Source: an optimization exercise on an open RTL-to-GDS flow (aim: small area). Production flows keep margins and buffers that such runs may drop. Only the layout flow was run in this run; the RTL was not checked for function there.

$ cat config.mk
export PLATFORM = sky130hd
export DESIGN_NAME = sqrt
export DESIGN_NICKNAME = sqrt
export VERILOG_FILES = /design/flow/design.v
export SDC_FILE = /design/flow/constraint.sdc
export NUM_CORES = 4
export LEC_CHECK = 0
export CAP_MARGIN = 20
export CORE_MARGIN = 2
export CORE_UTILIZATION = 40
export SLEW_MARGIN = 20
$ cat constraint.sdc
create_clock -name core_clock -period 5.0 [get_ports {clk}]
set_input_delay 1.0000 -clock core_clock [delete_from_list [all_inputs] [get_ports {clk}]]
set_output_delay 1.0000 -clock core_clock [all_outputs]
set_load 0.01 [all_outputs]
$ cat design.v
`timescale 1ps / 1ps
module sqrt
#(
    parameter integer D_W = 32
)
(
    input  wire                clk,
    input  wire                rst,
    input  wire                enable,
    input  wire                in_valid,
    input  wire [D_W-1:0]      qin,
    output wire                out_valid,
    output wire [(D_W>>1)-1:0] qout
);
reg [5:0] v;
always @(posedge clk) begin
    if (rst) v <= 6'd0;
    else if (enable) v <= {v[4:0], in_valid};
end
assign out_valid = v[5];
wire [1:0] a0 = qin[31:30];
wire [1:0] t0 = a0 - 2'd1;
wire ge0 = a0 != 2'd0;
wire [0:0] q1 = ge0;
wire [1:0] r1 = ge0 ? t0[1:0] : a0[1:0];
wire [3:0] a1 = {r1, qin[29:28]};
wire [3:0] t1_y = {1'b0, q1, 2'b01};
wire [3:0] t1_h = a1 ^ t1_y;
wire [3:0] t1_g = ~a1 & t1_y;
wire [3:0] t1_p = ~t1_h;
wire t1_n1_G = t1_g[1] | (t1_p[1] & t1_g[0]);
wire t1_n1_P = t1_p[1] & t1_p[0];
wire t1_n2_G = t1_g[3] | (t1_p[3] & t1_g[2]);
wire t1_n2_P = t1_p[3] & t1_p[2];
wire t1_n3_G = t1_n2_G | (t1_n2_P & t1_n1_G);
wire t1_n3_P = t1_n2_P & t1_n1_P;
wire t1_n4_G = t1_g[2] | (t1_p[2] & t1_n1_G);
wire t1_n4_P = t1_p[2] & t1_n1_P;
wire [4:0] t1;
assign t1[0] = t1_h[0];
assign t1[1] = t1_h[1] ^ t1_g[0];
assign t1[2] = t1_h[2] ^ t1_n1_G;
assign t1[3] = t1_h[3] ^ t1_n4_G;
assign t1[4] = t1_n3_G;
wire ge1 = ~t1[4];
wire [1:0] q2 = {q1, ge1};
wire [2:0] r2 = ge1 ? t1[2:0] : a1[2:0];
wire [4:0] a2 = {r2, qin[27:26]};
wire [4:0] t2_y = {1'b0, q2, 2'b01};
wire [4:0] t2_h = a2 ^ t2_y;
wire [4:0] t2_g = ~a2 & t2_y;
wire [4:0] t2_p = ~t2_h;
wire t2_n1_G = t2_g[1] | (t2_p[1] & t2_g[0]);
wire t2_n1_P = t2_p[1] & t2_p[0];
wire t2_n2_G = t2_g[3] | (t2_p[3] & t2_g[2]);
wire t2_n2_P = t2_p[3] & t2_p[2];
wire t2_n3_G = t2_n2_G | (t2_n2_P & t2_n1_G);
wire t2_n3_P = t2_n2_P & t2_n1_P;
wire t2_n4_G = t2_g[2] | (t2_p[2] & t2_n1_G);
wire t2_n4_P = t2_p[2] & t2_n1_P;
wire t2_n5_G = t2_g[4] | (t2_p[4] & t2_n3_G);
wire t2_n5_P = t2_p[4] & t2_n3_P;
wire [5:0] t2;
assign t2[0] = t2_h[0];
assign t2[1] = t2_h[1] ^ t2_g[0];
assign t2[2] = t2_h[2] ^ t2_n1_G;
assign t2[3] = t2_h[3] ^ t2_n4_G;
assign t2[4] = t2_h[4] ^ t2_n3_G;
assign t2[5] = t2_n5_G;
wire ge2 = ~t2[5];
wire [2:0] q3 = {q2, ge2};
wire [3:0] r3 = ge2 ? t2[3:0] : a2[3:0];
wire [5:0] a3 = {r3, qin[25:24]};
wire [5:0] t3_y = {1'b0, q3, 2'b01};
wire [5:0] t3_h = a3 ^ t3_y;
wire [5:0] t3_g = ~a3 & t3_y;
wire [5:0] t3_p = ~t3_h;
wire t3_n1_G = t3_g[1] | (t3_p[1] & t3_g[0]);
wire t3_n1_P = t3_p[1] & t3_p[0];
wire t3_n2_G = t3_g[3] | (t3_p[3] & t3_g[2]);
wire t3_n2_P = t3_p[3] & t3_p[2];
wire t3_n3_G = t3_g[5] | (t3_p[5] & t3_g[4]);
wire t3_n3_P = t3_p[5] & t3_p[4];
wire t3_n4_G = t3_n2_G | (t3_n2_P & t3_n1_G);
wire t3_n4_P = t3_n2_P & t3_n1_P;
wire t3_n5_G = t3_n3_G | (t3_n3_P & t3_n4_G);
wire t3_n5_P = t3_n3_P & t3_n4_P;
wire t3_n6_G = t3_g[2] | (t3_p[2] & t3_n1_G);
wire t3_n6_P = t3_p[2] & t3_n1_P;
wire t3_n7_G = t3_g[4] | (t3_p[4] & t3_n4_G);
wire t3_n7_P = t3_p[4] & t3_n4_P;
wire [6:0] t3;
assign t3[0] = t3_h[0];
assign t3[1] = t3_h[1] ^ t3_g[0];
assign t3[2] = t3_h[2] ^ t3_n1_G;
assign t3[3] = t3_h[3] ^ t3_n6_G;
assign t3[4] = t3_h[4] ^ t3_n4_G;
assign t3[5] = t3_h[5] ^ t3_n7_G;
assign t3[6] = t3_n5_G;
wire ge3 = ~t3[6];
wire [3:0] q4 = {q3, ge3};
wire [4:0] r4 = ge3 ? t3[4:0] : a3[4:0];
reg [3:0] q_s0;
reg [4:0] r_s0;
reg [23:0] x_s0;
always @(posedge clk) begin
    if (enable) begin
        q_s0 <= q4;
        r_s0 <= r4;
        x_s0 <= qin[23:0];
    end
end
wire [6:0] a4 = {r_s0, x_s0[23:22]};
wire [6:0] t4_y = {1'b0, q_s0, 2'b01};
wire [6:0] t4_h = a4 ^ t4_y;
wire [6:0] t4_g = ~a4 & t4_y;
wire [6:0] t4_p = ~t4_h;
wire t4_n1_G = t4_g[1] | (t4_p[1] & t4_g[0]);
wire t4_n1_P = t4_p[1] & t4_p[0];
wire t4_n2_G = t4_g[3] | (t4_p[3] & t4_g[2]);
wire t4_n2_P = t4_p[3] & t4_p[2];
wire t4_n3_G = t4_g[5] | (t4_p[5] & t4_g[4]);
wire t4_n3_P = t4_p[5] & t4_p[4];
wire t4_n4_G = t4_n2_G | (t4_n2_P & t4_n1_G);
wire t4_n4_P = t4_n2_P & t4_n1_P;
wire t4_n5_G = t4_n3_G | (t4_n3_P & t4_n4_G);
wire t4_n5_P = t4_n3_P & t4_n4_P;
wire t4_n6_G = t4_g[2] | (t4_p[2] & t4_n1_G);
wire t4_n6_P = t4_p[2] & t4_n1_P;
wire t4_n7_G = t4_g[4] | (t4_p[4] & t4_n4_G);
wire t4_n7_P = t4_p[4] & t4_n4_P;
wire t4_n8_G = t4_g[6] | (t4_p[6] & t4_n5_G);
wire t4_n8_P = t4_p[6] & t4_n5_P;
wire [7:0] t4;
assign t4[0] = t4_h[0];
assign t4[1] = t4_h[1] ^ t4_g[0];
assign t4[2] = t4_h[2] ^ t4_n1_G;
assign t4[3] = t4_h[3] ^ t4_n6_G;
assign t4[4] = t4_h[4] ^ t4_n4_G;
assign t4[5] = t4_h[5] ^ t4_n7_G;
assign t4[6] = t4_h[6] ^ t4_n5_G;
assign t4[7] = t4_n8_G;
wire ge4 = ~t4[7];
wire [4:0] q5 = {q_s0, ge4};
wire [5:0] r5 = ge4 ? t4[5:0] : a4[5:0];
wire [7:0] a5 = {r5, x_s0[21:20]};
wire [7:0] t5_y = {1'b0, q5, 2'b01};
wire [7:0] t5_h = a5 ^ t5_y;
wire [7:0] t5_g = ~a5 & t5_y;
wire [7:0] t5_p = ~t5_h;
wire t5_n1_G = t5_g[1] | (t5_p[1] & t5_g[0]);
wire t5_n1_P = t5_p[1] & t5_p[0];
wire t5_n2_G = t5_g[3] | (t5_p[3] & t5_g[2]);
wire t5_n2_P = t5_p[3] & t5_p[2];
wire t5_n3_G = t5_g[5] | (t5_p[5] & t5_g[4]);
wire t5_n3_P = t5_p[5] & t5_p[4];
wire t5_n4_G = t5_g[7] | (t5_p[7] & t5_g[6]);
wire t5_n4_P = t5_p[7] & t5_p[6];
wire t5_n5_G = t5_n2_G | (t5_n2_P & t5_n1_G);
wire t5_n5_P = t5_n2_P & t5_n1_P;
wire t5_n6_G = t5_n4_G | (t5_n4_P & t5_n3_G);
wire t5_n6_P = t5_n4_P & t5_n3_P;
wire t5_n7_G = t5_n6_G | (t5_n6_P & t5_n5_G);
wire t5_n7_P = t5_n6_P & t5_n5_P;
wire t5_n8_G = t5_n3_G | (t5_n3_P & t5_n5_G);
wire t5_n8_P = t5_n3_P & t5_n5_P;
wire t5_n9_G = t5_g[2] | (t5_p[2] & t5_n1_G);
wire t5_n9_P = t5_p[2] & t5_n1_P;
wire t5_n10_G = t5_g[4] | (t5_p[4] & t5_n5_G);
wire t5_n10_P = t5_p[4] & t5_n5_P;
wire t5_n11_G = t5_g[6] | (t5_p[6] & t5_n8_G);
wire t5_n11_P = t5_p[6] & t5_n8_P;
wire [8:0] t5;
assign t5[0] = t5_h[0];
assign t5[1] = t5_h[1] ^ t5_g[0];
assign t5[2] = t5_h[2] ^ t5_n1_G;
assign t5[3] = t5_h[3] ^ t5_n9_G;
assign t5[4] = t5_h[4] ^ t5_n5_G;
assign t5[5] = t5_h[5] ^ t5_n10_G;
assign t5[6] = t5_h[6] ^ t5_n8_G;
assign t5[7] = t5_h[7] ^ t5_n11_G;
assign t5[8] = t5_n7_G;
wire ge5 = ~t5[8];
wire [5:0] q6 = {q5, ge5};
wire [6:0] r6 = ge5 ? t5[6:0] : a5[6:0];
wire [8:0] a6 = {r6, x_s0[19:18]};
wire [8:0] t6_y = {1'b0, q6, 2'b01};
wire [8:0] t6_h = a6 ^ t6_y;
wire [8:0] t6_g = ~a6 & t6_y;
wire [8:0] t6_p = ~t6_h;
wire t6_n1_G = t6_g[1] | (t6_p[1] & t6_g[0]);
wire t6_n1_P = t6_p[1] & t6_p[0];
wire t6_n2_G = t6_g[3] | (t6_p[3] & t6_g[2]);
wire t6_n2_P = t6_p[3] & t6_p[2];
wire t6_n3_G = t6_g[5] | (t6_p[5] & t6_g[4]);
wire t6_n3_P = t6_p[5] & t6_p[4];
wire t6_n4_G = t6_g[7] | (t6_p[7] & t6_g[6]);
wire t6_n4_P = t6_p[7] & t6_p[6];
wire t6_n5_G = t6_n2_G | (t6_n2_P & t6_n1_G);
wire t6_n5_P = t6_n2_P & t6_n1_P;
wire t6_n6_G = t6_n4_G | (t6_n4_P & t6_n3_G);
wire t6_n6_P = t6_n4_P & t6_n3_P;
wire t6_n7_G = t6_n6_G | (t6_n6_P & t6_n5_G);
wire t6_n7_P = t6_n6_P & t6_n5_P;
wire t6_n8_G = t6_n3_G | (t6_n3_P & t6_n5_G);
wire t6_n8_P = t6_n3_P & t6_n5_P;
wire t6_n9_G = t6_g[2] | (t6_p[2] & t6_n1_G);
wire t6_n9_P = t6_p[2] & t6_n1_P;
wire t6_n10_G = t6_g[4] | (t6_p[4] & t6_n5_G);
wire t6_n10_P = t6_p[4] & t6_n5_P;
wire t6_n11_G = t6_g[6] | (t6_p[6] & t6_n8_G);
wire t6_n11_P = t6_p[6] & t6_n8_P;
wire t6_n12_G = t6_g[8] | (t6_p[8] & t6_n7_G);
wire t6_n12_P = t6_p[8] & t6_n7_P;
wire [9:0] t6;
assign t6[0] = t6_h[0];
assign t6[1] = t6_h[1] ^ t6_g[0];
assign t6[2] = t6_h[2] ^ t6_n1_G;
assign t6[3] = t6_h[3] ^ t6_n9_G;
assign t6[4] = t6_h[4] ^ t6_n5_G;
assign t6[5] = t6_h[5] ^ t6_n10_G;
assign t6[6] = t6_h[6] ^ t6_n8_G;
assign t6[7] = t6_h[7] ^ t6_n11_G;
assign t6[8] = t6_h[8] ^ t6_n7_G;
assign t6[9] = t6_n12_G;
wire ge6 = ~t6[9];
wire [6:0] q7 = {q6, ge6};
wire [7:0] r7 = ge6 ? t6[7:0] : a6[7:0];
reg [6:0] q_s1;
reg [7:0] r_s1;
reg [17:0] x_s1;
always @(posedge clk) begin
    if (enable) begin
        q_s1 <= q7;
        r_s1 <= r7;
        x_s1 <= x_s0[17:0];
    end
end
wire [9:0] a7 = {r_s1, x_s1[17:16]};
wire [9:0] t7_y = {1'b0, q_s1, 2'b01};
wire [9:0] t7_h = a7 ^ t7_y;
wire [9:0] t7_g = ~a7 & t7_y;
wire [9:0] t7_p = ~t7_h;
wire t7_n1_G = t7_g[1] | (t7_p[1] & t7_g[0]);
wire t7_n1_P = t7_p[1] & t7_p[0];
wire t7_n2_G = t7_g[3] | (t7_p[3] & t7_g[2]);
wire t7_n2_P = t7_p[3] & t7_p[2];
wire t7_n3_G = t7_g[5] | (t7_p[5] & t7_g[4]);
wire t7_n3_P = t7_p[5] & t7_p[4];
wire t7_n4_G = t7_g[7] | (t7_p[7] & t7_g[6]);
wire t7_n4_P = t7_p[7] & t7_p[6];
wire t7_n5_G = t7_g[9] | (t7_p[9] & t7_g[8]);
wire t7_n5_P = t7_p[9] & t7_p[8];
wire t7_n6_G = t7_n2_G | (t7_n2_P & t7_n1_G);
wire t7_n6_P = t7_n2_P & t7_n1_P;
wire t7_n7_G = t7_n4_G | (t7_n4_P & t7_n3_G);
wire t7_n7_P = t7_n4_P & t7_n3_P;
wire t7_n8_G = t7_n7_G | (t7_n7_P & t7_n6_G);
wire t7_n8_P = t7_n7_P & t7_n6_P;
wire t7_n9_G = t7_n3_G | (t7_n3_P & t7_n6_G);
wire t7_n9_P = t7_n3_P & t7_n6_P;
wire t7_n10_G = t7_n5_G | (t7_n5_P & t7_n8_G);
wire t7_n10_P = t7_n5_P & t7_n8_P;
wire t7_n11_G = t7_g[2] | (t7_p[2] & t7_n1_G);
wire t7_n11_P = t7_p[2] & t7_n1_P;
wire t7_n12_G = t7_g[4] | (t7_p[4] & t7_n6_G);
wire t7_n12_P = t7_p[4] & t7_n6_P;
wire t7_n13_G = t7_g[6] | (t7_p[6] & t7_n9_G);
wire t7_n13_P = t7_p[6] & t7_n9_P;
wire t7_n14_G = t7_g[8] | (t7_p[8] & t7_n8_G);
wire t7_n14_P = t7_p[8] & t7_n8_P;
wire [10:0] t7;
assign t7[0] = t7_h[0];
assign t7[1] = t7_h[1] ^ t7_g[0];
assign t7[2] = t7_h[2] ^ t7_n1_G;
assign t7[3] = t7_h[3] ^ t7_n11_G;
assign t7[4] = t7_h[4] ^ t7_n6_G;
assign t7[5] = t7_h[5] ^ t7_n12_G;
assign t7[6] = t7_h[6] ^ t7_n9_G;
assign t7[7] = t7_h[7] ^ t7_n13_G;
assign t7[8] = t7_h[8] ^ t7_n8_G;
assign t7[9] = t7_h[9] ^ t7_n14_G;
assign t7[10] = t7_n10_G;
wire ge7 = ~t7[10];
wire [7:0] q8 = {q_s1, ge7};
wire [8:0] r8 = ge7 ? t7[8:0] : a7[8:0];
wire [10:0] a8 = {r8, x_s1[15:14]};
wire [10:0] t8_y = {1'b0, q8, 2'b01};
wire [10:0] t8_h = a8 ^ t8_y;
wire [10:0] t8_g = ~a8 & t8_y;
wire [10:0] t8_p = ~t8_h;
wire t8_n1_G = t8_g[1] | (t8_p[1] & t8_g[0]);
wire t8_n1_P = t8_p[1] & t8_p[0];
wire t8_n2_G = t8_g[3] | (t8_p[3] & t8_g[2]);
wire t8_n2_P = t8_p[3] & t8_p[2];
wire t8_n3_G = t8_g[5] | (t8_p[5] & t8_g[4]);
wire t8_n3_P = t8_p[5] & t8_p[4];
wire t8_n4_G = t8_g[7] | (t8_p[7] & t8_g[6]);
wire t8_n4_P = t8_p[7] & t8_p[6];
wire t8_n5_G = t8_g[9] | (t8_p[9] & t8_g[8]);
wire t8_n5_P = t8_p[9] & t8_p[8];
wire t8_n6_G = t8_n2_G | (t8_n2_P & t8_n1_G);
wire t8_n6_P = t8_n2_P & t8_n1_P;
wire t8_n7_G = t8_n4_G | (t8_n4_P & t8_n3_G);
wire t8_n7_P = t8_n4_P & t8_n3_P;
wire t8_n8_G = t8_n7_G | (t8_n7_P & t8_n6_G);
wire t8_n8_P = t8_n7_P & t8_n6_P;
wire t8_n9_G = t8_n3_G | (t8_n3_P & t8_n6_G);
wire t8_n9_P = t8_n3_P & t8_n6_P;
wire t8_n10_G = t8_n5_G | (t8_n5_P & t8_n8_G);
wire t8_n10_P = t8_n5_P & t8_n8_P;
wire t8_n11_G = t8_g[2] | (t8_p[2] & t8_n1_G);
wire t8_n11_P = t8_p[2] & t8_n1_P;
wire t8_n12_G = t8_g[4] | (t8_p[4] & t8_n6_G);
wire t8_n12_P = t8_p[4] & t8_n6_P;
wire t8_n13_G = t8_g[6] | (t8_p[6] & t8_n9_G);
wire t8_n13_P = t8_p[6] & t8_n9_P;
wire t8_n14_G = t8_g[8] | (t8_p[8] & t8_n8_G);
wire t8_n14_P = t8_p[8] & t8_n8_P;
wire t8_n15_G = t8_g[10] | (t8_p[10] & t8_n10_G);
wire t8_n15_P = t8_p[10] & t8_n10_P;
wire [11:0] t8;
assign t8[0] = t8_h[0];
assign t8[1] = t8_h[1] ^ t8_g[0];
assign t8[2] = t8_h[2] ^ t8_n1_G;
assign t8[3] = t8_h[3] ^ t8_n11_G;
assign t8[4] = t8_h[4] ^ t8_n6_G;
assign t8[5] = t8_h[5] ^ t8_n12_G;
assign t8[6] = t8_h[6] ^ t8_n9_G;
assign t8[7] = t8_h[7] ^ t8_n13_G;
assign t8[8] = t8_h[8] ^ t8_n8_G;
assign t8[9] = t8_h[9] ^ t8_n14_G;
assign t8[10] = t8_h[10] ^ t8_n10_G;
assign t8[11] = t8_n15_G;
wire ge8 = ~t8[11];
wire [8:0] q9 = {q8, ge8};
wire [9:0] r9 = ge8 ? t8[9:0] : a8[9:0];
reg [8:0] q_s2;
reg [9:0] r_s2;
reg [13:0] x_s2;
always @(posedge clk) begin
    if (enable) begin
        q_s2 <= q9;
        r_s2 <= r9;
        x_s2 <= x_s1[13:0];
    end
end
wire [11:0] a9 = {r_s2, x_s2[13:12]};
wire [11:0] t9_y = {1'b0, q_s2, 2'b01};
wire [11:0] t9_h = a9 ^ t9_y;
wire [11:0] t9_g = ~a9 & t9_y;
wire [11:0] t9_p = ~t9_h;
wire t9_n1_G = t9_g[1] | (t9_p[1] & t9_g[0]);
wire t9_n1_P = t9_p[1] & t9_p[0];
wire t9_n2_G = t9_g[3] | (t9_p[3] & t9_g[2]);
wire t9_n2_P = t9_p[3] & t9_p[2];
wire t9_n3_G = t9_g[5] | (t9_p[5] & t9_g[4]);
wire t9_n3_P = t9_p[5] & t9_p[4];
wire t9_n4_G = t9_g[7] | (t9_p[7] & t9_g[6]);
wire t9_n4_P = t9_p[7] & t9_p[6];
wire t9_n5_G = t9_g[9] | (t9_p[9] & t9_g[8]);
wire t9_n5_P = t9_p[9] & t9_p[8];
wire t9_n6_G = t9_g[11] | (t9_p[11] & t9_g[10]);
wire t9_n6_P = t9_p[11] & t9_p[10];
wire t9_n7_G = t9_n2_G | (t9_n2_P & t9_n1_G);
wire t9_n7_P = t9_n2_P & t9_n1_P;
wire t9_n8_G = t9_n4_G | (t9_n4_P & t9_n3_G);
wire t9_n8_P = t9_n4_P & t9_n3_P;
wire t9_n9_G = t9_n6_G | (t9_n6_P & t9_n5_G);
wire t9_n9_P = t9_n6_P & t9_n5_P;
wire t9_n10_G = t9_n8_G | (t9_n8_P & t9_n7_G);
wire t9_n10_P = t9_n8_P & t9_n7_P;
wire t9_n11_G = t9_n9_G | (t9_n9_P & t9_n10_G);
wire t9_n11_P = t9_n9_P & t9_n10_P;
wire t9_n12_G = t9_n3_G | (t9_n3_P & t9_n7_G);
wire t9_n12_P = t9_n3_P & t9_n7_P;
wire t9_n13_G = t9_n5_G | (t9_n5_P & t9_n10_G);
wire t9_n13_P = t9_n5_P & t9_n10_P;
wire t9_n14_G = t9_g[2] | (t9_p[2] & t9_n1_G);
wire t9_n14_P = t9_p[2] & t9_n1_P;
wire t9_n15_G = t9_g[4] | (t9_p[4] & t9_n7_G);
wire t9_n15_P = t9_p[4] & t9_n7_P;
wire t9_n16_G = t9_g[6] | (t9_p[6] & t9_n12_G);
wire t9_n16_P = t9_p[6] & t9_n12_P;
wire t9_n17_G = t9_g[8] | (t9_p[8] & t9_n10_G);
wire t9_n17_P = t9_p[8] & t9_n10_P;
wire t9_n18_G = t9_g[10] | (t9_p[10] & t9_n13_G);
wire t9_n18_P = t9_p[10] & t9_n13_P;
wire [12:0] t9;
assign t9[0] = t9_h[0];
assign t9[1] = t9_h[1] ^ t9_g[0];
assign t9[2] = t9_h[2] ^ t9_n1_G;
assign t9[3] = t9_h[3] ^ t9_n14_G;
assign t9[4] = t9_h[4] ^ t9_n7_G;
assign t9[5] = t9_h[5] ^ t9_n15_G;
assign t9[6] = t9_h[6] ^ t9_n12_G;
assign t9[7] = t9_h[7] ^ t9_n16_G;
assign t9[8] = t9_h[8] ^ t9_n10_G;
assign t9[9] = t9_h[9] ^ t9_n17_G;
assign t9[10] = t9_h[10] ^ t9_n13_G;
assign t9[11] = t9_h[11] ^ t9_n18_G;
assign t9[12] = t9_n11_G;
wire ge9 = ~t9[12];
wire [9:0] q10 = {q_s2, ge9};
wire [10:0] r10 = ge9 ? t9[10:0] : a9[10:0];
wire [12:0] a10 = {r10, x_s2[11:10]};
wire [12:0] t10_y = {1'b0, q10, 2'b01};
wire [12:0] t10_h = a10 ^ t10_y;
wire [12:0] t10_g = ~a10 & t10_y;
wire [12:0] t10_p = ~t10_h;
wire t10_n1_G = t10_g[1] | (t10_p[1] & t10_g[0]);
wire t10_n1_P = t10_p[1] & t10_p[0];
wire t10_n2_G = t10_g[3] | (t10_p[3] & t10_g[2]);
wire t10_n2_P = t10_p[3] & t10_p[2];
wire t10_n3_G = t10_g[5] | (t10_p[5] & t10_g[4]);
wire t10_n3_P = t10_p[5] & t10_p[4];
wire t10_n4_G = t10_g[7] | (t10_p[7] & t10_g[6]);
wire t10_n4_P = t10_p[7] & t10_p[6];
wire t10_n5_G = t10_g[9] | (t10_p[9] & t10_g[8]);
wire t10_n5_P = t10_p[9] & t10_p[8];
wire t10_n6_G = t10_g[11] | (t10_p[11] & t10_g[10]);
wire t10_n6_P = t10_p[11] & t10_p[10];
wire t10_n7_G = t10_n2_G | (t10_n2_P & t10_n1_G);
wire t10_n7_P = t10_n2_P & t10_n1_P;
wire t10_n8_G = t10_n4_G | (t10_n4_P & t10_n3_G);
wire t10_n8_P = t10_n4_P & t10_n3_P;
wire t10_n9_G = t10_n6_G | (t10_n6_P & t10_n5_G);
wire t10_n9_P = t10_n6_P & t10_n5_P;
wire t10_n10_G = t10_n8_G | (t10_n8_P & t10_n7_G);
wire t10_n10_P = t10_n8_P & t10_n7_P;
wire t10_n11_G = t10_n9_G | (t10_n9_P & t10_n10_G);
wire t10_n11_P = t10_n9_P & t10_n10_P;
wire t10_n12_G = t10_n3_G | (t10_n3_P & t10_n7_G);
wire t10_n12_P = t10_n3_P & t10_n7_P;
wire t10_n13_G = t10_n5_G | (t10_n5_P & t10_n10_G);
wire t10_n13_P = t10_n5_P & t10_n10_P;
wire t10_n14_G = t10_g[2] | (t10_p[2] & t10_n1_G);
wire t10_n14_P = t10_p[2] & t10_n1_P;
wire t10_n15_G = t10_g[4] | (t10_p[4] & t10_n7_G);
wire t10_n15_P = t10_p[4] & t10_n7_P;
wire t10_n16_G = t10_g[6] | (t10_p[6] & t10_n12_G);
wire t10_n16_P = t10_p[6] & t10_n12_P;
wire t10_n17_G = t10_g[8] | (t10_p[8] & t10_n10_G);
wire t10_n17_P = t10_p[8] & t10_n10_P;
wire t10_n18_G = t10_g[10] | (t10_p[10] & t10_n13_G);
wire t10_n18_P = t10_p[10] & t10_n13_P;
wire t10_n19_G = t10_g[12] | (t10_p[12] & t10_n11_G);
wire t10_n19_P = t10_p[12] & t10_n11_P;
wire [13:0] t10;
assign t10[0] = t10_h[0];
assign t10[1] = t10_h[1] ^ t10_g[0];
assign t10[2] = t10_h[2] ^ t10_n1_G;
assign t10[3] = t10_h[3] ^ t10_n14_G;
assign t10[4] = t10_h[4] ^ t10_n7_G;
assign t10[5] = t10_h[5] ^ t10_n15_G;
assign t10[6] = t10_h[6] ^ t10_n12_G;
assign t10[7] = t10_h[7] ^ t10_n16_G;
assign t10[8] = t10_h[8] ^ t10_n10_G;
assign t10[9] = t10_h[9] ^ t10_n17_G;
assign t10[10] = t10_h[10] ^ t10_n13_G;
assign t10[11] = t10_h[11] ^ t10_n18_G;
assign t10[12] = t10_h[12] ^ t10_n11_G;
assign t10[13] = t10_n19_G;
wire ge10 = ~t10[13];
wire [10:0] q11 = {q10, ge10};
wire [11:0] r11 = ge10 ? t10[11:0] : a10[11:0];
reg [10:0] q_s3;
reg [11:0] r_s3;
reg [9:0] x_s3;
always @(posedge clk) begin
    if (enable) begin
        q_s3 <= q11;
        r_s3 <= r11;
        x_s3 <= x_s2[9:0];
    end
end
wire [13:0] a11 = {r_s3, x_s3[9:8]};
wire [13:0] t11_y = {1'b0, q_s3, 2'b01};
wire [13:0] t11_h = a11 ^ t11_y;
wire [13:0] t11_g = ~a11 & t11_y;
wire [13:0] t11_p = ~t11_h;
wire t11_n1_G = t11_g[1] | (t11_p[1] & t11_g[0]);
wire t11_n1_P = t11_p[1] & t11_p[0];
wire t11_n2_G = t11_g[3] | (t11_p[3] & t11_g[2]);
wire t11_n2_P = t11_p[3] & t11_p[2];
wire t11_n3_G = t11_g[5] | (t11_p[5] & t11_g[4]);
wire t11_n3_P = t11_p[5] & t11_p[4];
wire t11_n4_G = t11_g[7] | (t11_p[7] & t11_g[6]);
wire t11_n4_P = t11_p[7] & t11_p[6];
wire t11_n5_G = t11_g[9] | (t11_p[9] & t11_g[8]);
wire t11_n5_P = t11_p[9] & t11_p[8];
wire t11_n6_G = t11_g[11] | (t11_p[11] & t11_g[10]);
wire t11_n6_P = t11_p[11] & t11_p[10];
wire t11_n7_G = t11_g[13] | (t11_p[13] & t11_g[12]);
wire t11_n7_P = t11_p[13] & t11_p[12];
wire t11_n8_G = t11_n2_G | (t11_n2_P & t11_n1_G);
wire t11_n8_P = t11_n2_P & t11_n1_P;
wire t11_n9_G = t11_n4_G | (t11_n4_P & t11_n3_G);
wire t11_n9_P = t11_n4_P & t11_n3_P;
wire t11_n10_G = t11_n6_G | (t11_n6_P & t11_n5_G);
wire t11_n10_P = t11_n6_P & t11_n5_P;
wire t11_n11_G = t11_n9_G | (t11_n9_P & t11_n8_G);
wire t11_n11_P = t11_n9_P & t11_n8_P;
wire t11_n12_G = t11_n10_G | (t11_n10_P & t11_n11_G);
wire t11_n12_P = t11_n10_P & t11_n11_P;
wire t11_n13_G = t11_n3_G | (t11_n3_P & t11_n8_G);
wire t11_n13_P = t11_n3_P & t11_n8_P;
wire t11_n14_G = t11_n5_G | (t11_n5_P & t11_n11_G);
wire t11_n14_P = t11_n5_P & t11_n11_P;
wire t11_n15_G = t11_n7_G | (t11_n7_P & t11_n12_G);
wire t11_n15_P = t11_n7_P & t11_n12_P;
wire t11_n16_G = t11_g[2] | (t11_p[2] & t11_n1_G);
wire t11_n16_P = t11_p[2] & t11_n1_P;
wire t11_n17_G = t11_g[4] | (t11_p[4] & t11_n8_G);
wire t11_n17_P = t11_p[4] & t11_n8_P;
wire t11_n18_G = t11_g[6] | (t11_p[6] & t11_n13_G);
wire t11_n18_P = t11_p[6] & t11_n13_P;
wire t11_n19_G = t11_g[8] | (t11_p[8] & t11_n11_G);
wire t11_n19_P = t11_p[8] & t11_n11_P;
wire t11_n20_G = t11_g[10] | (t11_p[10] & t11_n14_G);
wire t11_n20_P = t11_p[10] & t11_n14_P;
wire t11_n21_G = t11_g[12] | (t11_p[12] & t11_n12_G);
wire t11_n21_P = t11_p[12] & t11_n12_P;
wire [14:0] t11;
assign t11[0] = t11_h[0];
assign t11[1] = t11_h[1] ^ t11_g[0];
assign t11[2] = t11_h[2] ^ t11_n1_G;
assign t11[3] = t11_h[3] ^ t11_n16_G;
assign t11[4] = t11_h[4] ^ t11_n8_G;
assign t11[5] = t11_h[5] ^ t11_n17_G;
assign t11[6] = t11_h[6] ^ t11_n13_G;
assign t11[7] = t11_h[7] ^ t11_n18_G;
assign t11[8] = t11_h[8] ^ t11_n11_G;
assign t11[9] = t11_h[9] ^ t11_n19_G;
assign t11[10] = t11_h[10] ^ t11_n14_G;
assign t11[11] = t11_h[11] ^ t11_n20_G;
assign t11[12] = t11_h[12] ^ t11_n12_G;
assign t11[13] = t11_h[13] ^ t11_n21_G;
assign t11[14] = t11_n15_G;
wire ge11 = ~t11[14];
wire [11:0] q12 = {q_s3, ge11};
wire [12:0] r12 = ge11 ? t11[12:0] : a11[12:0];
wire [14:0] a12 = {r12, x_s3[7:6]};
wire [14:0] t12_y = {1'b0, q12, 2'b01};
wire [14:0] t12_h = a12 ^ t12_y;
wire [14:0] t12_g = ~a12 & t12_y;
wire [14:0] t12_p = ~t12_h;
wire t12_n1_G = t12_g[1] | (t12_p[1] & t12_g[0]);
wire t12_n1_P = t12_p[1] & t12_p[0];
wire t12_n2_G = t12_g[3] | (t12_p[3] & t12_g[2]);
wire t12_n2_P = t12_p[3] & t12_p[2];
wire t12_n3_G = t12_g[5] | (t12_p[5] & t12_g[4]);
wire t12_n3_P = t12_p[5] & t12_p[4];
wire t12_n4_G = t12_g[7] | (t12_p[7] & t12_g[6]);
wire t12_n4_P = t12_p[7] & t12_p[6];
wire t12_n5_G = t12_g[9] | (t12_p[9] & t12_g[8]);
wire t12_n5_P = t12_p[9] & t12_p[8];
wire t12_n6_G = t12_g[11] | (t12_p[11] & t12_g[10]);
wire t12_n6_P = t12_p[11] & t12_p[10];
wire t12_n7_G = t12_g[13] | (t12_p[13] & t12_g[12]);
wire t12_n7_P = t12_p[13] & t12_p[12];
wire t12_n8_G = t12_n2_G | (t12_n2_P & t12_n1_G);
wire t12_n8_P = t12_n2_P & t12_n1_P;
wire t12_n9_G = t12_n4_G | (t12_n4_P & t12_n3_G);
wire t12_n9_P = t12_n4_P & t12_n3_P;
wire t12_n10_G = t12_n6_G | (t12_n6_P & t12_n5_G);
wire t12_n10_P = t12_n6_P & t12_n5_P;
wire t12_n11_G = t12_n9_G | (t12_n9_P & t12_n8_G);
wire t12_n11_P = t12_n9_P & t12_n8_P;
wire t12_n12_G = t12_n10_G | (t12_n10_P & t12_n11_G);
wire t12_n12_P = t12_n10_P & t12_n11_P;
wire t12_n13_G = t12_n3_G | (t12_n3_P & t12_n8_G);
wire t12_n13_P = t12_n3_P & t12_n8_P;
wire t12_n14_G = t12_n5_G | (t12_n5_P & t12_n11_G);
wire t12_n14_P = t12_n5_P & t12_n11_P;
wire t12_n15_G = t12_n7_G | (t12_n7_P & t12_n12_G);
wire t12_n15_P = t12_n7_P & t12_n12_P;
wire t12_n16_G = t12_g[2] | (t12_p[2] & t12_n1_G);
wire t12_n16_P = t12_p[2] & t12_n1_P;
wire t12_n17_G = t12_g[4] | (t12_p[4] & t12_n8_G);
wire t12_n17_P = t12_p[4] & t12_n8_P;
wire t12_n18_G = t12_g[6] | (t12_p[6] & t12_n13_G);
wire t12_n18_P = t12_p[6] & t12_n13_P;
wire t12_n19_G = t12_g[8] | (t12_p[8] & t12_n11_G);
wire t12_n19_P = t12_p[8] & t12_n11_P;
wire t12_n20_G = t12_g[10] | (t12_p[10] & t12_n14_G);
wire t12_n20_P = t12_p[10] & t12_n14_P;
wire t12_n21_G = t12_g[12] | (t12_p[12] & t12_n12_G);
wire t12_n21_P = t12_p[12] & t12_n12_P;
wire t12_n22_G = t12_g[14] | (t12_p[14] & t12_n15_G);
wire t12_n22_P = t12_p[14] & t12_n15_P;
wire [15:0] t12;
assign t12[0] = t12_h[0];
assign t12[1] = t12_h[1] ^ t12_g[0];
assign t12[2] = t12_h[2] ^ t12_n1_G;
assign t12[3] = t12_h[3] ^ t12_n16_G;
assign t12[4] = t12_h[4] ^ t12_n8_G;
assign t12[5] = t12_h[5] ^ t12_n17_G;
assign t12[6] = t12_h[6] ^ t12_n13_G;
assign t12[7] = t12_h[7] ^ t12_n18_G;
assign t12[8] = t12_h[8] ^ t12_n11_G;
assign t12[9] = t12_h[9] ^ t12_n19_G;
assign t12[10] = t12_h[10] ^ t12_n14_G;
assign t12[11] = t12_h[11] ^ t12_n20_G;
assign t12[12] = t12_h[12] ^ t12_n12_G;
assign t12[13] = t12_h[13] ^ t12_n21_G;
assign t12[14] = t12_h[14] ^ t12_n15_G;
assign t12[15] = t12_n22_G;
wire ge12 = ~t12[15];
wire [12:0] q13 = {q12, ge12};
wire [13:0] r13 = ge12 ? t12[13:0] : a12[13:0];
reg [12:0] q_s4;
reg [13:0] r_s4;
reg [5:0] x_s4;
always @(posedge clk) begin
    if (enable) begin
        q_s4 <= q13;
        r_s4 <= r13;
        x_s4 <= x_s3[5:0];
    end
end
wire [15:0] a13 = {r_s4, x_s4[5:4]};
wire [15:0] t13_y = {1'b0, q_s4, 2'b01};
wire [15:0] t13_h = a13 ^ t13_y;
wire [15:0] t13_g = ~a13 & t13_y;
wire [15:0] t13_p = ~t13_h;
wire t13_n1_G = t13_g[1] | (t13_p[1] & t13_g[0]);
wire t13_n1_P = t13_p[1] & t13_p[0];
wire t13_n2_G = t13_g[3] | (t13_p[3] & t13_g[2]);
wire t13_n2_P = t13_p[3] & t13_p[2];
wire t13_n3_G = t13_g[5] | (t13_p[5] & t13_g[4]);
wire t13_n3_P = t13_p[5] & t13_p[4];
wire t13_n4_G = t13_g[7] | (t13_p[7] & t13_g[6]);
wire t13_n4_P = t13_p[7] & t13_p[6];
wire t13_n5_G = t13_g[9] | (t13_p[9] & t13_g[8]);
wire t13_n5_P = t13_p[9] & t13_p[8];
wire t13_n6_G = t13_g[11] | (t13_p[11] & t13_g[10]);
wire t13_n6_P = t13_p[11] & t13_p[10];
wire t13_n7_G = t13_g[13] | (t13_p[13] & t13_g[12]);
wire t13_n7_P = t13_p[13] & t13_p[12];
wire t13_n8_G = t13_g[15] | (t13_p[15] & t13_g[14]);
wire t13_n8_P = t13_p[15] & t13_p[14];
wire t13_n9_G = t13_n2_G | (t13_n2_P & t13_n1_G);
wire t13_n9_P = t13_n2_P & t13_n1_P;
wire t13_n10_G = t13_n4_G | (t13_n4_P & t13_n3_G);
wire t13_n10_P = t13_n4_P & t13_n3_P;
wire t13_n11_G = t13_n6_G | (t13_n6_P & t13_n5_G);
wire t13_n11_P = t13_n6_P & t13_n5_P;
wire t13_n12_G = t13_n8_G | (t13_n8_P & t13_n7_G);
wire t13_n12_P = t13_n8_P & t13_n7_P;
wire t13_n13_G = t13_n10_G | (t13_n10_P & t13_n9_G);
wire t13_n13_P = t13_n10_P & t13_n9_P;
wire t13_n14_G = t13_n12_G | (t13_n12_P & t13_n11_G);
wire t13_n14_P = t13_n12_P & t13_n11_P;
wire t13_n15_G = t13_n14_G | (t13_n14_P & t13_n13_G);
wire t13_n15_P = t13_n14_P & t13_n13_P;
wire t13_n16_G = t13_n11_G | (t13_n11_P & t13_n13_G);
wire t13_n16_P = t13_n11_P & t13_n13_P;
wire t13_n17_G = t13_n3_G | (t13_n3_P & t13_n9_G);
wire t13_n17_P = t13_n3_P & t13_n9_P;
wire t13_n18_G = t13_n5_G | (t13_n5_P & t13_n13_G);
wire t13_n18_P = t13_n5_P & t13_n13_P;
wire t13_n19_G = t13_n7_G | (t13_n7_P & t13_n16_G);
wire t13_n19_P = t13_n7_P & t13_n16_P;
wire t13_n20_G = t13_g[2] | (t13_p[2] & t13_n1_G);
wire t13_n20_P = t13_p[2] & t13_n1_P;
wire t13_n21_G = t13_g[4] | (t13_p[4] & t13_n9_G);
wire t13_n21_P = t13_p[4] & t13_n9_P;
wire t13_n22_G = t13_g[6] | (t13_p[6] & t13_n17_G);
wire t13_n22_P = t13_p[6] & t13_n17_P;
wire t13_n23_G = t13_g[8] | (t13_p[8] & t13_n13_G);
wire t13_n23_P = t13_p[8] & t13_n13_P;
wire t13_n24_G = t13_g[10] | (t13_p[10] & t13_n18_G);
wire t13_n24_P = t13_p[10] & t13_n18_P;
wire t13_n25_G = t13_g[12] | (t13_p[12] & t13_n16_G);
wire t13_n25_P = t13_p[12] & t13_n16_P;
wire t13_n26_G = t13_g[14] | (t13_p[14] & t13_n19_G);
wire t13_n26_P = t13_p[14] & t13_n19_P;
wire [16:0] t13;
assign t13[0] = t13_h[0];
assign t13[1] = t13_h[1] ^ t13_g[0];
assign t13[2] = t13_h[2] ^ t13_n1_G;
assign t13[3] = t13_h[3] ^ t13_n20_G;
assign t13[4] = t13_h[4] ^ t13_n9_G;
assign t13[5] = t13_h[5] ^ t13_n21_G;
assign t13[6] = t13_h[6] ^ t13_n17_G;
assign t13[7] = t13_h[7] ^ t13_n22_G;
assign t13[8] = t13_h[8] ^ t13_n13_G;
assign t13[9] = t13_h[9] ^ t13_n23_G;
assign t13[10] = t13_h[10] ^ t13_n18_G;
assign t13[11] = t13_h[11] ^ t13_n24_G;
assign t13[12] = t13_h[12] ^ t13_n16_G;
assign t13[13] = t13_h[13] ^ t13_n25_G;
assign t13[14] = t13_h[14] ^ t13_n19_G;
assign t13[15] = t13_h[15] ^ t13_n26_G;
assign t13[16] = t13_n15_G;
wire ge13 = ~t13[16];
wire [13:0] q14 = {q_s4, ge13};
wire [14:0] r14 = ge13 ? t13[14:0] : a13[14:0];
wire [16:0] a14 = {r14, x_s4[3:2]};
wire [16:0] t14_y = {1'b0, q14, 2'b01};
wire [16:0] t14_h = a14 ^ t14_y;
wire [16:0] t14_g = ~a14 & t14_y;
wire [16:0] t14_p = ~t14_h;
wire t14_n1_G = t14_g[1] | (t14_p[1] & t14_g[0]);
wire t14_n1_P = t14_p[1] & t14_p[0];
wire t14_n2_G = t14_g[3] | (t14_p[3] & t14_g[2]);
wire t14_n2_P = t14_p[3] & t14_p[2];
wire t14_n3_G = t14_g[5] | (t14_p[5] & t14_g[4]);
wire t14_n3_P = t14_p[5] & t14_p[4];
wire t14_n4_G = t14_g[7] | (t14_p[7] & t14_g[6]);
wire t14_n4_P = t14_p[7] & t14_p[6];
wire t14_n5_G = t14_g[9] | (t14_p[9] & t14_g[8]);
wire t14_n5_P = t14_p[9] & t14_p[8];
wire t14_n6_G = t14_g[11] | (t14_p[11] & t14_g[10]);
wire t14_n6_P = t14_p[11] & t14_p[10];
wire t14_n7_G = t14_g[13] | (t14_p[13] & t14_g[12]);
wire t14_n7_P = t14_p[13] & t14_p[12];
wire t14_n8_G = t14_g[15] | (t14_p[15] & t14_g[14]);
wire t14_n8_P = t14_p[15] & t14_p[14];
wire t14_n9_G = t14_n2_G | (t14_n2_P & t14_n1_G);
wire t14_n9_P = t14_n2_P & t14_n1_P;
wire t14_n10_G = t14_n4_G | (t14_n4_P & t14_n3_G);
wire t14_n10_P = t14_n4_P & t14_n3_P;
wire t14_n11_G = t14_n6_G | (t14_n6_P & t14_n5_G);
wire t14_n11_P = t14_n6_P & t14_n5_P;
wire t14_n12_G = t14_n8_G | (t14_n8_P & t14_n7_G);
wire t14_n12_P = t14_n8_P & t14_n7_P;
wire t14_n13_G = t14_n10_G | (t14_n10_P & t14_n9_G);
wire t14_n13_P = t14_n10_P & t14_n9_P;
wire t14_n14_G = t14_n12_G | (t14_n12_P & t14_n11_G);
wire t14_n14_P = t14_n12_P & t14_n11_P;
wire t14_n15_G = t14_n14_G | (t14_n14_P & t14_n13_G);
wire t14_n15_P = t14_n14_P & t14_n13_P;
wire t14_n16_G = t14_n11_G | (t14_n11_P & t14_n13_G);
wire t14_n16_P = t14_n11_P & t14_n13_P;
wire t14_n17_G = t14_n3_G | (t14_n3_P & t14_n9_G);
wire t14_n17_P = t14_n3_P & t14_n9_P;
wire t14_n18_G = t14_n5_G | (t14_n5_P & t14_n13_G);
wire t14_n18_P = t14_n5_P & t14_n13_P;
wire t14_n19_G = t14_n7_G | (t14_n7_P & t14_n16_G);
wire t14_n19_P = t14_n7_P & t14_n16_P;
wire t14_n20_G = t14_g[2] | (t14_p[2] & t14_n1_G);
wire t14_n20_P = t14_p[2] & t14_n1_P;
wire t14_n21_G = t14_g[4] | (t14_p[4] & t14_n9_G);
wire t14_n21_P = t14_p[4] & t14_n9_P;
wire t14_n22_G = t14_g[6] | (t14_p[6] & t14_n17_G);
wire t14_n22_P = t14_p[6] & t14_n17_P;
wire t14_n23_G = t14_g[8] | (t14_p[8] & t14_n13_G);
wire t14_n23_P = t14_p[8] & t14_n13_P;
wire t14_n24_G = t14_g[10] | (t14_p[10] & t14_n18_G);
wire t14_n24_P = t14_p[10] & t14_n18_P;
wire t14_n25_G = t14_g[12] | (t14_p[12] & t14_n16_G);
wire t14_n25_P = t14_p[12] & t14_n16_P;
wire t14_n26_G = t14_g[14] | (t14_p[14] & t14_n19_G);
wire t14_n26_P = t14_p[14] & t14_n19_P;
wire t14_n27_G = t14_g[16] | (t14_p[16] & t14_n15_G);
wire t14_n27_P = t14_p[16] & t14_n15_P;
wire [17:0] t14;
assign t14[0] = t14_h[0];
assign t14[1] = t14_h[1] ^ t14_g[0];
assign t14[2] = t14_h[2] ^ t14_n1_G;
assign t14[3] = t14_h[3] ^ t14_n20_G;
assign t14[4] = t14_h[4] ^ t14_n9_G;
assign t14[5] = t14_h[5] ^ t14_n21_G;
assign t14[6] = t14_h[6] ^ t14_n17_G;
assign t14[7] = t14_h[7] ^ t14_n22_G;
assign t14[8] = t14_h[8] ^ t14_n13_G;
assign t14[9] = t14_h[9] ^ t14_n23_G;
assign t14[10] = t14_h[10] ^ t14_n18_G;
assign t14[11] = t14_h[11] ^ t14_n24_G;
assign t14[12] = t14_h[12] ^ t14_n16_G;
assign t14[13] = t14_h[13] ^ t14_n25_G;
assign t14[14] = t14_h[14] ^ t14_n19_G;
assign t14[15] = t14_h[15] ^ t14_n26_G;
assign t14[16] = t14_h[16] ^ t14_n15_G;
assign t14[17] = t14_n27_G;
wire ge14 = ~t14[17];
wire [14:0] q15 = {q14, ge14};
wire [15:0] r15 = ge14 ? t14[15:0] : a14[15:0];
reg [14:0] q_s5;
reg [15:0] r_s5;
reg [1:0] x_s5;
always @(posedge clk) begin
    if (enable) begin
        q_s5 <= q15;
        r_s5 <= r15;
        x_s5 <= x_s4[1:0];
    end
end
wire [17:0] a15 = {r_s5, x_s5[1:0]};
wire [17:0] t15_y = {1'b0, q_s5, 2'b01};
wire [17:0] t15_h = a15 ^ t15_y;
wire [17:0] t15_g = ~a15 & t15_y;
wire [17:0] t15_p = ~t15_h;
wire t15_n1_G = t15_g[1] | (t15_p[1] & t15_g[0]);
wire t15_n1_P = t15_p[1] & t15_p[0];
wire t15_n2_G = t15_g[3] | (t15_p[3] & t15_g[2]);
wire t15_n2_P = t15_p[3] & t15_p[2];
wire t15_n3_G = t15_g[5] | (t15_p[5] & t15_g[4]);
wire t15_n3_P = t15_p[5] & t15_p[4];
wire t15_n4_G = t15_g[7] | (t15_p[7] & t15_g[6]);
wire t15_n4_P = t15_p[7] & t15_p[6];
wire t15_n5_G = t15_g[9] | (t15_p[9] & t15_g[8]);
wire t15_n5_P = t15_p[9] & t15_p[8];
wire t15_n6_G = t15_g[11] | (t15_p[11] & t15_g[10]);
wire t15_n6_P = t15_p[11] & t15_p[10];
wire t15_n7_G = t15_g[13] | (t15_p[13] & t15_g[12]);
wire t15_n7_P = t15_p[13] & t15_p[12];
wire t15_n8_G = t15_g[15] | (t15_p[15] & t15_g[14]);
wire t15_n8_P = t15_p[15] & t15_p[14];
wire t15_n9_G = t15_g[17] | (t15_p[17] & t15_g[16]);
wire t15_n9_P = t15_p[17] & t15_p[16];
wire t15_n10_G = t15_n2_G | (t15_n2_P & t15_n1_G);
wire t15_n10_P = t15_n2_P & t15_n1_P;
wire t15_n11_G = t15_n4_G | (t15_n4_P & t15_n3_G);
wire t15_n11_P = t15_n4_P & t15_n3_P;
wire t15_n12_G = t15_n6_G | (t15_n6_P & t15_n5_G);
wire t15_n12_P = t15_n6_P & t15_n5_P;
wire t15_n13_G = t15_n8_G | (t15_n8_P & t15_n7_G);
wire t15_n13_P = t15_n8_P & t15_n7_P;
wire t15_n14_G = t15_n11_G | (t15_n11_P & t15_n10_G);
wire t15_n14_P = t15_n11_P & t15_n10_P;
wire t15_n15_G = t15_n13_G | (t15_n13_P & t15_n12_G);
wire t15_n15_P = t15_n13_P & t15_n12_P;
wire t15_n16_G = t15_n15_G | (t15_n15_P & t15_n14_G);
wire t15_n16_P = t15_n15_P & t15_n14_P;
wire t15_n17_G = t15_n12_G | (t15_n12_P & t15_n14_G);
wire t15_n17_P = t15_n12_P & t15_n14_P;
wire t15_n18_G = t15_n3_G | (t15_n3_P & t15_n10_G);
wire t15_n18_P = t15_n3_P & t15_n10_P;
wire t15_n19_G = t15_n5_G | (t15_n5_P & t15_n14_G);
wire t15_n19_P = t15_n5_P & t15_n14_P;
wire t15_n20_G = t15_n7_G | (t15_n7_P & t15_n17_G);
wire t15_n20_P = t15_n7_P & t15_n17_P;
wire t15_n21_G = t15_n9_G | (t15_n9_P & t15_n16_G);
wire t15_n21_P = t15_n9_P & t15_n16_P;
wire t15_n22_G = t15_g[2] | (t15_p[2] & t15_n1_G);
wire t15_n22_P = t15_p[2] & t15_n1_P;
wire t15_n23_G = t15_g[4] | (t15_p[4] & t15_n10_G);
wire t15_n23_P = t15_p[4] & t15_n10_P;
wire t15_n24_G = t15_g[6] | (t15_p[6] & t15_n18_G);
wire t15_n24_P = t15_p[6] & t15_n18_P;
wire t15_n25_G = t15_g[8] | (t15_p[8] & t15_n14_G);
wire t15_n25_P = t15_p[8] & t15_n14_P;
wire t15_n26_G = t15_g[10] | (t15_p[10] & t15_n19_G);
wire t15_n26_P = t15_p[10] & t15_n19_P;
wire t15_n27_G = t15_g[12] | (t15_p[12] & t15_n17_G);
wire t15_n27_P = t15_p[12] & t15_n17_P;
wire t15_n28_G = t15_g[14] | (t15_p[14] & t15_n20_G);
wire t15_n28_P = t15_p[14] & t15_n20_P;
wire t15_n29_G = t15_g[16] | (t15_p[16] & t15_n16_G);
wire t15_n29_P = t15_p[16] & t15_n16_P;
wire [18:0] t15;
assign t15[0] = t15_h[0];
assign t15[1] = t15_h[1] ^ t15_g[0];
assign t15[2] = t15_h[2] ^ t15_n1_G;
assign t15[3] = t15_h[3] ^ t15_n22_G;
assign t15[4] = t15_h[4] ^ t15_n10_G;
assign t15[5] = t15_h[5] ^ t15_n23_G;
assign t15[6] = t15_h[6] ^ t15_n18_G;
assign t15[7] = t15_h[7] ^ t15_n24_G;
assign t15[8] = t15_h[8] ^ t15_n14_G;
assign t15[9] = t15_h[9] ^ t15_n25_G;
assign t15[10] = t15_h[10] ^ t15_n19_G;
assign t15[11] = t15_h[11] ^ t15_n26_G;
assign t15[12] = t15_h[12] ^ t15_n17_G;
assign t15[13] = t15_h[13] ^ t15_n27_G;
assign t15[14] = t15_h[14] ^ t15_n20_G;
assign t15[15] = t15_h[15] ^ t15_n28_G;
assign t15[16] = t15_h[16] ^ t15_n16_G;
assign t15[17] = t15_h[17] ^ t15_n29_G;
assign t15[18] = t15_n21_G;
wire ge15 = ~t15[18];
wire [15:0] q16 = {q_s5, ge15};
assign qout = q16;
endmodule
$ cat run.sh
#!/bin/bash
# synth_recipe.tcl (not shown) runs the flow's synth.tcl, then flattens the netlist and writes it again
# the make line also repeats each setting of config.mk as NAME=value (left out here)
make -C /OpenROAD-flow-scripts/flow DESIGN_CONFIG=/design/flow/config.mk WORK_HOME=/design/flow/orfs CLKGATE_MAP_FILE= SYNTH_SCRIPT=/design/flow/synth_recipe.tcl finish
==> key figures <==
Outcome
  • Status: finished clean

Routing
  • Vias: a little under 10000
  • Vias per cell: 5.119
  • DRC violations left: 0
  • First DRT Iteration DRCs: 305
  • Drt pass-1 iters: 4
  • ANT nets after route: 0
  • Routed wire per std cell: 13.99 um
  • WL final: 27.00 mm

STA
  • Final setup viols: 0
  • RSZ-0062 raised after global routing: true
  • Fin crit period: 4850 ps
  • Final Hold Fails: 0
  • Max_slew headroom: 0.2891
  • Max frequency: 206.2 MHz
  • Skew final: 12.06 ps
  • Worst Tran Pin Value: between 1000 and 1500 ps
  • Final period utilization: 0.9699
  • Max Slew Vio Count: 0
  • Final Hold Slack: roughly 410 ps

Placed design
  • IO Port Bufs: 52
  • GP Congestion: ~0.87
  • DP HPWL: around 21 mm

Setup path
  • Critical Path Source Type: flip-flop
  • Critical Path End Type: flip-flop
  • WS Path Type: flip-flop to flip-flop
  • CP Cell Sequence: inv_1, ha_2, buf_4, a211o_1, o21ai_2, fa_1, xor2_1, or3_1, a211o_1, a31o_4, buf_4, nor2_2, a21oi_2, ha_1, o211a_1, a21oi_2, fa_2, buf_4, nand2b_1, a2bb2oi_1, a2111oi_2, nand3_1
  • Worst path buffer plus inverter count: 4
  • CP max stage cell: fa_1
  • CP Data Arrival Time: a little over 5000 ps
  • CP max FO: 7
  • CP top delay family: compound AO/OA/AOI/OAI gates
  • CP peak stage delay: 430 ps
  • Worst Path Required: roughly 5300 ps
  • CP most frequent cell: buf_4

Synthesis
  • Dominant cell type by area after synthesis: edfxtp_1
  • Post-synth top flop: edfxtp_1
  • Top-area cell type share of the netlist area: 0.4311
  • EDFF count, synth: 198
  • Seq cells post-synth: 204
  • Synth warn: 1
  • Synth top area cells: edfxtp_1 (43%), ha_1 (12%), fa_1 (5.8%), inv_1 (4.3%), a21oi_1 (3.2%)
  • Mapped Nets: 1482
  • Avg Synthesized Cell Area: 10.83 um2
  • Async SR Flop Fraction: 0
  • Synthesized cell area: 0.01379 mm2
  • Sequential area share after synthesis: 0.4398
  • Post-synth cell types: 75
  • Synth Instances: 1273

Clock tree
  • Worst-Skew Late Latency: 520 ps
  • H-Tree Level Count: 1
  • Reg clk slew, reported paths: 60 ps
  • Clock sink count: 204
  • Cts bufs inserted: 25
  • CTS tree: yes
  • Clk buf depth: 3
  • CTS root buffer: clkbuf_16
  • Post-CTS Hold Buffers: 0

Layout
  • Most frequent cells in the layout: edfxtp_1 (198), inv_1 (156), buf_4 (135)
  • Commonest non-fill, non-tap cell in the layout: edfxtp_1
  • N_diodes: 0
  • Area Overhead vs Synth: 22.32%
  • Fin nets: 1666
  • Layout cells sized above 1: 0.1715

Global route
  • Largest net degree at the start of global routing: 128
  • Total gr overflow: 0
  • Vias in the first global route: between 9000 and 10000
  • Initial antenna violation count: 0
  • Gr usage total: 0.1519
  • Wire length of the first global-routing pass: 44.87 mm

Flow run
  • Max-capacitance violation count: 0

Floorplan
  • Die area: 0.03598 mm2
  • Die span in y: 189.7 um
  • Initial core utilization: 0.4022
  • Die Width: ~190 um
  • Core Region: 0.03429 mm2
  • # rows: 68
  • Ports: 53

Min path
  • Hold WC Path Type: flip-flop to flip-flop
## sequential cells by signal, summed over array words and instances, names as in the netlist, 11 cells and up
register  count
r_s5         16
q_s3         11
r_s4         14
r_s3         12
x_s2         14
q_s5         15
x_s0         24
q_s4         13
x_s1         18
## layer usage
layer,up-vias,part of all wire,wire length [um],global-route usage
met2,130,0.54,14470,0.2975
li1,4989,-,-,-
met1,4692,0.40,10770,0.1615
met5,-,0,0,0
met3,68,0.030,806,0.02269
met4,0,0.035,956,0.06112
## worst paths after layout
| check | from | end | slack, ps | cells past startpoint |
|---|---|---|---|---|
| worst min-delay path | x_s0[7] | x_s1[7] | 410 | 0 |
| worst min register to register | x_s0[7] | x_s1[7] | 410 | 0 |
| worst max register to register | x_s0[22] | r_s1[7] | 150 | 22 |
| worst max-delay path | x_s0[22] | r_s1[7] | 150 | 22 |
## kinds of logic after synthesis
| kind of cell | share of synthesized area |
|---|---|
| AOI/OAI and AO/OA | 0.1372 |
| xor gates and xnor gates | 0.04509 |
| adders and majority gates | 0.1787 |
| buffers and inverters | 0.05416 |
| DFF | 0.4398 |
| muxes | 0.03348 |
| and+or+nand+nor | 0.1116 |
## through the flow
stage          area (um2)  cells  TNS (ps)  setup WS, ps  utilization
5_1_grt             16870   1930    -162.8        -98.52       0.4920
6_report            16870   1930         0         150.3       0.4920
3_3_place_gp        15910   1879    -140.1        -34.04       0.4640
4_1_cts             16730   1924         0         3.067       0.4878
2_1_floorplan       13940   1273    -648.2        -393.7            -
3_5_place_dp        15910   1879     -1069        -228.2       0.4640
## repair_timing
action / CTS / global route
pin swaps: 1 / 20
gates resized for setup: 10 / 26
setup buffers: 0 / 6
setup endpoints to repair: 4 / 27
## synth_stat cells (all sizes together), types with 10 or more instances
library cell and number:
a211oi 13, a21o 28, a21oi 87, a31oi 10, and3 10, buf 16, clkbuf 18, edfxtp 198
fa 40, ha 133, inv 159, mux2i 36, nand2 69, nand2b 15, nand3 38, nand4 13
nor2 78, nor2b 15, nor3 26, o21a 12, o21ai 59, xnor2 43, xor2 28
## area by class of cell
type                    instances  area, um2
inverters                     159      596.8
flip-flops and latches        204       6066
well taps                     455      569.3
repair buffers                191       1609
clock inverters                15      118.9
multi-input cells             876       7266
fillers                      3126      17420
clock buffers                  30      644.4

## port drivers added, routing unchanged
The flow's constraints put no driver on any port. The routed layout listed below was extracted and timed again, unchanged, in two steps. Step 1 assumes that a clkbuf_16 drives the clock port and a buf_2 every other input. Step 2 moves the port delays by t, midway between the first and last clock arrival at a register: inputs arrive t later, outputs are due t later. That takes back most of the time a late clock gives input paths. a / b / c = no drivers / after step 1 / after step 2; a / b = the first two.
t (ns): 0.568
setup slack, ns: 0.150 / 0.150 / -0.197
hold WS [ns]: 0.414 / 0.414 / 0.414
pins driven straight from the clock port: 1
Met with ideal ports but missed after step 2: setup timing in this run. For this run, drivers alone change the setup slack by 0.000 ns; drivers and shift together by -0.347 ns.
